Context: an optimization exercise on an open-source flow, tuned for small area, a short achievable clock period and few clock cycles. The choices shown serve that exercise and are no tape-out recipe. At most, simulation tests tie the RTL to the original design; equivalence was not proved. Function not checked in run 2: the RTL went through the layout flow alone.

==> flow/design.v (outline; a module is shown in full before it is edited, if it fits) <==
// module fundamental_milestone: 1561 lines
// module m1_fa: 4 lines
// module m1_ha: 4 lines
module fundamental_milestone (
		input logic Clock_50,
		input logic Resetn,
		input logic m1_enable,
		input logic [15:0] SRAM_read_data,
		output logic [15:0] SRAM_write_data,
		output logic SRAM_we_n,
		output logic [17:0] SRAM_address,
		output logic m1_disable
		);
  // ...
==> flow/flow/run.sh <==
#!/bin/bash
set -euo pipefail
cat >> config.mk <<'EOC'
export SETUP_SLACK_MARGIN = 11.8
EOC
bash standard.sh > standard.log 2>&1
==> flow/standard.sh <==
#!/bin/bash
# synth_recipe.tcl (not shown) runs the flow's synth.tcl, then flattens the netlist and writes it again
# the make line also repeats each setting of config.mk as NAME=value (left out here)
make -C /OpenROAD-flow-scripts/flow DESIGN_CONFIG=/design/flow/config.mk WORK_HOME=/design/flow/orfs CLKGATE_MAP_FILE= SYNTH_SCRIPT=/design/flow/synth_recipe.tcl "${@:-finish}"
==> flow/config.mk <==
export PLATFORM = sky130hd
export DESIGN_NAME = fundamental_milestone
export DESIGN_NICKNAME = fundamental_milestone
export VERILOG_FILES = /design/flow/design.v
export SDC_FILE = /design/flow/constraint.sdc
export NUM_CORES = 4
export LEC_CHECK = 0
export CAP_MARGIN = 20
export CORE_MARGIN = 2
export CORE_UTILIZATION = 50
export CTS_CLUSTER_DIAMETER = 70
export CTS_CLUSTER_SIZE = 36
export PLACE_DENSITY = 0.65
export SLEW_MARGIN = 20
export SYNTH_HIERARCHICAL = 1
export SYNTH_MINIMUM_KEEP_SIZE = 0
export SETUP_SLACK_MARGIN = 11.8
==> flow/constraint.sdc <==
create_clock -name core_clock -period 16.0 [get_ports {Clock_50}]
set_input_delay 3.2000 -clock core_clock [delete_from_list [all_inputs] [get_ports {Clock_50}]]
set_output_delay 3.2000 -clock core_clock [all_outputs]
set_load 0.01 [all_outputs]
==> results.txt, run 1 <==
In the final layout, the registers with the most flip-flops are SRAM_address (18), wp (18), up (17). The detailed placer's ending HPWL is 43100 microns, and the max-slew violation count is 0. The detailed-route vias per instance was 5.60; the met2 wire length was 27700 microns. Total number of tap cells: 607.

The run finished with no timing, DRC or antenna violations. The most critical setup path has its endpoint at px_u[5]. Fraction of the cycle the final worst path needs: 27.0%. In this run the critical register-to-register path is captured at px_u[5]. The synthesized design contains 148 enable-type register cells. The biggest slice of the area belongs to multi-input gates.

In this run the post-CTS setup repair buffer count came out at 22.

The initial antenna violation count is 1, and the buffer share of cell area is 3.85%. After synthesis, the largest family of logic cells by area is adder cells. In this run the number of cells on the critical path is 13. met2 is the most crowded layer. For the final non-filler cell total, the log shows 2676.

Clock-pin slew was measured on the worst setup and hold paths at 0.08 ns. The run gives 29 as the final-layout clock buffer total. Combined buffer and inverter count along the critical path: 1. In this run the remaining antenna-violating nets after routing total 0. The met1 demand-to-capacity share in global routing was 32.9%; the number of cells traversed by the worst hold path was 2. The most critical setup path has its startpoint at p1[7]. The slowest library cell on the worst path was sky130_fd_sc_hd__fa_1. Setup slack on the critical path of the routed design comes to 11.68 ns. The tools report the final clock skew as 0.0200 ns. The total vias in the final route is 15000. On the final layout, the worst hold slack is 0.451 ns. The tools report the required time of the critical path as 16.32 ns.
Testbench counts, summed over its fixed seeds: cycles 1,536,200.
==> run 2, diff against run 1 <==
--- a/flow/design.v
+++ b/flow/design.v
@@ -93,20 +93,20 @@
 logic        we;         
 assign SRAM_we_n = ~we;
 logic [16:0] up;
 logic [16:0] ya;       
 logic [17:0] wp;
 logic [17:0] inc;
 logic [7:0]  us0, us1, us2, us3, us4, us5, us6;    
 logic [7:0]  vs0, vs1, vs2, vs3, vs4, vs5, vs6;    
-logic [15:0] ybuf;
+logic [15:0] ybuf;       
 logic        u_en, u_ld, v_en, v_ld;    
 logic [9:0]  fv;                
-logic [7:0]  px_y;
+logic [7:0]  px_y;       
 logic [9:0]  px_u, px_v;        
 logic [10:0] r_a, r_b, g_a, g_b, b_a, b_b;
 logic        r_c, g_c, b_c;
 logic [8:0]  p1, p2, p3;        
 logic [7:0]  hold;
 wire ya_0 = up[1] ^ 1'b1;
 wire ya_1 = up[1] & 1'b1;
 wire ya_2 = up[2] ^ 1'b1;
@@ -607,16 +607,17 @@
 wire fi_232 = fi_181 ^ fi_231;
 wire fi_233 = fi_212 | (fi_213 & fi_161);
 wire fi_234 = fi_184 ^ fi_233;
 wire fi_235 = fi_214 | (fi_215 & fi_161);
 wire fi_236 = fi_187 ^ fi_235;
 wire fi_237 = fi_216 | (fi_217 & fi_161);
 wire fi_238 = 1'b1 ^ fi_237;
 assign fout = {fi_238, fi_236, fi_234, fi_232, fi_230, fi_228, fi_226, fi_224, fi_222, fi_220};
+assign px_y = ybuf[15:8];
 logic [10:0] r_a_d, r_b_d, g_a_d, g_b_d, b_a_d, b_b_d;
 logic        r_c_d, g_c_d, b_c_d;
 wire cr_0, cr_1;
 m1_fa u_cr_0 (.a(px_y[4]), .b(px_y[2]), .c(px_y[0]), .s(cr_0), .co(cr_1));
 wire cr_2, cr_3;
 m1_fa u_cr_2 (.a(px_y[5]), .b(px_y[3]), .c(px_y[1]), .s(cr_2), .co(cr_3));
 wire cr_4, cr_5;
 m1_fa u_cr_4 (.a(px_y[6]), .b(px_y[4]), .c(px_y[2]), .s(cr_4), .co(cr_5));
@@ -1598,16 +1599,17 @@
 			4'd5: SRAM_address <= {1'b0, up[16:8] + 9'h4B, up[7:0]};    
 			4'd1, 4'd6: SRAM_address <= wp;
 			default: SRAM_address <= inc;
 		endcase
 		if (ph == 4'd0) up <= inc[16:0];
 		if ((ph == 4'd4 || ph == 4'd9) && wr_en) wp <= inc;
 	end
 	if (ph == 4'd3 || ph == 4'd7) ybuf <= SRAM_read_data;
+	else if (ph == 4'd0 || ph == 4'd5) ybuf[15:8] <= ybuf[7:0];
 	u_en <= (ph == 4'd1) || (ph == 4'd3);
 	u_ld <= (ph == 4'd1);
 	v_en <= (ph == 4'd0) || (ph == 4'd7);
 	v_ld <= (ph == 4'd7);
 	if (u_en) begin
 		us0 <= us1; us1 <= us2; us2 <= us3; us3 <= us4; us4 <= us5;
 		us5 <= u_ld ? SRAM_read_data[15:8] : us6;
 		us6 <= SRAM_read_data[7:0];
@@ -1615,26 +1617,25 @@
 	if (v_en) begin
 		vs0 <= vs1; vs1 <= vs2; vs2 <= vs3; vs3 <= vs4; vs4 <= vs5;
 		vs5 <= v_ld ? SRAM_read_data[15:8] : vs6;
 		vs6 <= SRAM_read_data[7:0];
 	end
 	p1 <= p1_d; p2 <= p2_d; p3 <= p3_d;
 	if (ph == 4'd2 || ph == 4'd8) fv <= fout;
 	case (ph)
-		4'd9, 4'd4: begin px_y <= ybuf[15:8]; px_u <= {2'b00, us2}; px_v <= {2'b00, vs1}; end
-		4'd0, 4'd5: begin px_y <= ybuf[7:0];  px_u <= fout;          px_v <= fv; end
-		default:    begin px_y <= ybuf[7:0];                          px_v <= fv; end
+		4'd9, 4'd4: begin px_u <= {2'b00, us2}; px_v <= {2'b00, vs1}; end
+		4'd0, 4'd5: begin px_u <= fout;          px_v <= fv; end
+		default:    begin                        px_v <= fv; end
 	endcase
 	r_a <= r_a_d; r_b <= r_b_d; r_c <= r_c_d;
 	g_a <= g_a_d; g_b <= g_b_d; g_c <= g_c_d;
 	b_a <= b_a_d; b_b <= b_b_d; b_c <= b_c_d;
-	hold <= q_b;
 	case (ph)
-		4'd1, 4'd6: SRAM_write_data <= {q_r, q_g};
+		4'd1, 4'd6: begin SRAM_write_data <= {q_r, q_g}; hold <= q_b; end
 		4'd2, 4'd7: SRAM_write_data <= {hold, q_r};
 		default:    SRAM_write_data <= {q_g, q_b};    
 	endcase
 end
 endmodule
 module m1_fa (input logic a, input logic b, input logic c, output logic s, output logic co);
 assign s = a ^ b ^ c;
 assign co = (a & b) | (a & c) | (b & c);
==> flow/config.mk (replaced) <==
export PLATFORM = sky130hd
export DESIGN_NAME = fundamental_milestone
export DESIGN_NICKNAME = fundamental_milestone
export VERILOG_FILES = /design/flow/design.v
export SDC_FILE = /design/flow/constraint.sdc
export NUM_CORES = 4
export LEC_CHECK = 0
export CAP_MARGIN = 20
export CORE_MARGIN = 2
export CORE_UTILIZATION = 40
export CTS_CLUSTER_DIAMETER = 70
export CTS_CLUSTER_SIZE = 36
export PLACE_DENSITY = 0.6
export SLEW_MARGIN = 20
export SYNTH_HIERARCHICAL = 1
export SYNTH_MINIMUM_KEEP_SIZE = 0
export SETUP_SLACK_MARGIN = 11.8
==> run 2 against run 1 <==
Worst setup slack better by 0.0064 ns. Highest routed layer unchanged. Final cell count up 6.5%. Register-to-register slack better by 0.03 ns. Critical path type is now reg2out. Core utilization down 10 points. Non-clock buffer count down 1. Critical endpoint is now SRAM_we_n. Wire length down 5.3%. Clock skew up 0.019 ns.
==> results.txt, run 2 <==
The run finished with no timing, DRC or antenna violations. The type of the tightest min-delay check is reg2reg. The floorplan step defined a core boundary enclosing 0.0578 sq mm. The routed design has 54100 microns of wire.

The site row count is 88. The startpoint type of the worst setup path is a register. The max-slew violation count is 0 (unchanged), and the fraction of synthesized cell area taken by the top area cell type is 24.2%. Final worst-path setup slack: 11.68 ns (+0.00640 ns). The library cell used most frequently in the layout, excluding fill and tap cells, is sky130_fd_sc_hd__fa_1. The worst setup path is captured at an output pin. Dominant cell by count in the synthesized netlist: sky130_fd_sc_hd__fa_1. Ranked by instance count, the synthesized netlist is headed by sky130_fd_sc_hd__fa_1, sky130_fd_sc_hd__inv_1, sky130_fd_sc_hd__dfxtp_1.

Cells with a size suffix above 1 make up 16.0% of the layout. The path with the worst hold slack has its endpoint at us4[4]. The area of the mapped netlist was 0.0234 sq mm; the total of buffers placed on input and output ports was 54.

In this run the count of I/O pins placed on the die edge is 55. In the post-synthesis netlist, the biggest area contributors are sky130_fd_sc_hd__fa_1, sky130_fd_sc_hd__edfxtp_1, sky130_fd_sc_hd__dfxtp_1. The most used flip-flop cell after synthesis was sky130_fd_sc_hd__dfxtp_1. The die area came out at 0.0605 sq mm.

The final-layout setup total negative slack is 0 ns. The run gives 15800 as the via count of the first global-routing pass. The maximum fanout along the worst path works out to 1.

The biggest area contributor in the post-synthesis netlist is sky130_fd_sc_hd__fa_1. The tools report the final clock skew as 0.0390 ns (+0.0189 ns). The slowest library cell on the worst path was sky130_fd_sc_hd__dfrtp_1. No sink is reached through more buffers than the 3 on the longest clock path. The fraction of the yosys area taken by sequential cells was 37.2%; the routed wire length per instance was 19.0 microns.

After detailed routing, the number of remaining DRC violations is 0. The delay of the slowest critical-path stage is 0.37 ns. The die is 246 microns tall. The run gives 0.442 ns (-0.00912 ns) as the worst slack on hold paths. The setup violation total in the final timing report is 0.

In the final layout, the registers with the most flip-flops are SRAM_address (18), wp (18), up (17). Summed over all layers, the global routing overflow is 0. For the detailed placer's ending HPWL, the log shows 40800 microns (-5.3%).

OpenSTA, run right after detailed placement, puts the worst setup slack at 11.49 ns. For the setup slack of the most critical reg-to-reg path, the log shows 11.71 ns. The die width came out at 246 microns. Compared with the post-synthesis result, the final layout area differs by 13.5%.

The transition time at the pin with the least slew margin was 1.01 ns; the max capacitance violation total was 0. For the number of clock sinks, the log shows 356. The path depth of the worst reg2reg path was 15; the all-layer global routing usage was 18.2%.

Clock transition at the registers of the reported paths: 0.12 ns (+0.04 ns). The tools report the critical register-to-register path endpoint as px_u[6]. Entering global routing, the biggest net connects 57 pins. At the end of routability-driven placement, the weighted congestion stood at 0.856.

The final layout contains 2534 nets. Setup repair after global routing could not meet its margin everywhere. The logs give 5273 for the number of filler cells placed in the layout and 0 for the count of inserted antenna diode cells. TritonCTS built the clock tree. The number of cells traversed by the worst hold path was 0 (-2). Timing would allow up to 232 MHz. The tools report the count of nets left with antenna violations after detail routing as 0 (unchanged). The number of synthesized flops with an enable pin came out at 156 (+5.4%).

Counting flops with an async set or reset pin after synthesis yields a share of 0.843%. The netlist uses 84 different library cells. Traced cell by cell, the critical path runs through inv_1 -> buf_2. For this block, the initial DRC count from the detailed router was 843. In the final layout, the multi-input gates occupy 0.0138 sq mm. The total vias in the final route is 14900 (-0.58%).

The arrival time reported for the critical path endpoint was 1.12 ns. The path type of the worst setup path is reg2out. Clock latency on the worst-skew pair, taken at its later pin, is 0.61 ns.

The count of synthesis-stage warnings from yosys was 7; the detailed-route vias per instance was 5.23 (-6.6%). Grouping stages by cell kind, the critical path spends the most delay in flip-flops. The number of clock buffers inserted by TritonCTS was 27. The mean instance size in the synthesized netlist is 11.9 sq um, and the number of optimization iterations in the first detailed-route pass is 5. Clock tree synthesis selected as its root buffer the cell sky130_fd_sc_hd__clkbuf_16.

The initial core utilization was 40.5%; the worst slew slack as a fraction of its limit was 32.1%. The combined buffer and inverter count along the critical path is 2 (+1). The startpoint of the most critical hold path was us5[4]. The startpoint identified for the worst register-to-register timing path is p2[5].

The number of endpoints with negative hold slack in the final report was 0. After synthesis the netlist holds a flip-flop and latch count of 356. The first-pass GRT wire length is 86000 microns. The number of instances in the synthesized netlist is 1975. For the end-of-flow core utilization, the log shows 46.0%.

The required time of the critical path was 12.80 ns (-3.52 ns); the fraction of the cycle the final worst path needs was 27.0% (-0.040 points). The minimum period implied by the final worst setup slack was 4.32 ns; the deepest level of the CTS H-tree was 1. The sequential cells in the finished layout cover a total of 0.00878 sq mm.

In the layout the commonest cells are sky130_fd_sc_hd__fa_1, sky130_fd_sc_hd__inv_1, sky130_fd_sc_hd__ha_1, sky130_fd_sc_hd__edfxtp_1, sky130_fd_sc_hd__dfxtp_1. The number of nets handed over by synthesis was 2446. The tools report the initial antenna violation count as 1 (unchanged).
-- run 2: cell types whose count changed after synthesis, sizes merged, moves of 7 or more --
cell    before  now
inv        213  232
dfxtp      213  197
a211oi      13   22
nand3       28   20
nor3        28   35
a21oi       79   72
o221ai       9   19
edfxtp     148  156
and2         3   12
nor2b       29   22
o22ai        3   14
-- run 2: per-module statistics from Yosys (local to each module, per instance) --
module | cells | copies in the design | flip-flops and latches
m1_ha | 1 | 50 | 0
fundamental_milestone | 1664 | 1 | 356
m1_fa | 1 | 261 | 0
-- run 2: cell families (layout without fill, tap and decap cells) --
logic type | after synthesis | count (layout) | synth area share [%]
adder cells (fa/ha/maj) | 458 | 458 | 33.5
AND/OR/NAND/NOR | 387 | 387 | 7.77
flip-flops | 356 | 356 | 37.2
AO/OA/AOI/OAI | 338 | 338 | 9.84
buffers and inverters | 291 | 400 | 4.77
multiplexers | 96 | 96 | 5.14
XOR/XNOR | 49 | 49 | 1.83
-- run 2: metrics by stage --
step	cell area [sq um]	std cells
after floorplan	23400	1975
after global placement	24900	2757
after detailed placement	24900	2757
after CTS	26200	2828
after global routing	26600	2849
final	26600	2849
-- run 2: routing by layer --
layer  wire length, microns  vias up  track usage [%]  share of wire (%)
met3                   2330       85             2.42                4.3
met5                      0        -                0                  0
met1                  23500     7492             24.1                 44
li1                       -     6991                -                  -
met2                  26900      325             31.2                 50
met4                   1310        0             4.92                2.4
-- run 2: how the worst max path moves through the flow --
| stage | start | to | slack [ns] | cells past startpoint |
|---|---|---|---|---|
| after global routing | p2[5] | px_u[6] | 11.54 | 15 |
| after CTS | we | SRAM_we_n | 11.64 | 2 |
| after floorplan | p2[7] | px_u[8] | 11.87 | 14 |
| after global placement | p1[5] | px_u[8] | 11.57 | 13 |
| after detailed placement | p2[6] | px_u[8] | 11.49 | 14 |
| final | we | SRAM_we_n | 11.68 | 2 |
-- run 2: area by class of cell --
type | instances | area share, %
Multi-Input combinational cell | 1328 | 52.1
Sequential cell | 356 | 33.0
Timing Repair Buffer | 118 | 3.84
Tap cell | 765 | 3.60
Inverter | 232 | 3.30
Clock buffer | 29 | 2.69
Clock inverter | 21 | 1.43
-- run 2: what timing repair did --
item | 4_1_cts | 5_1_grt
setup endpoints to repair | 46 | 54
gates resized for setup | 230 | 58
hold buffers | 0 | 0
setup buffers | 21 | 21
pin swaps | 13 | 25

-- separate check: timing with driven ports --
The results above use ideal ports. As a check the final layouts listed here were re-extracted and re-timed, cells and wires unchanged.
Step 1 assumes that a clkbuf_16 drives the clock port and a buf_2 every other input.
Step 2, shift: input delay + t, output delay - t, t = (earliest + latest rising clock arrival at the registers) / 2. This alone moves slack from input paths to output paths.
a / b / c = ideal ports / drivers / drivers and shift; a / b = the first two.
run	shift t [ns]	setup WS [ns]	worst register clock-pin slew, ns	worst data-port slew with drivers (ns)
run 1	0.621	11.676 / 11.660 / 11.676	0.10 / 0.10	0.04
run 2	0.645	11.683 / 11.627 / 11.709	0.12 / 0.12	0.04
After both steps setup and hold are still met in every run listed.
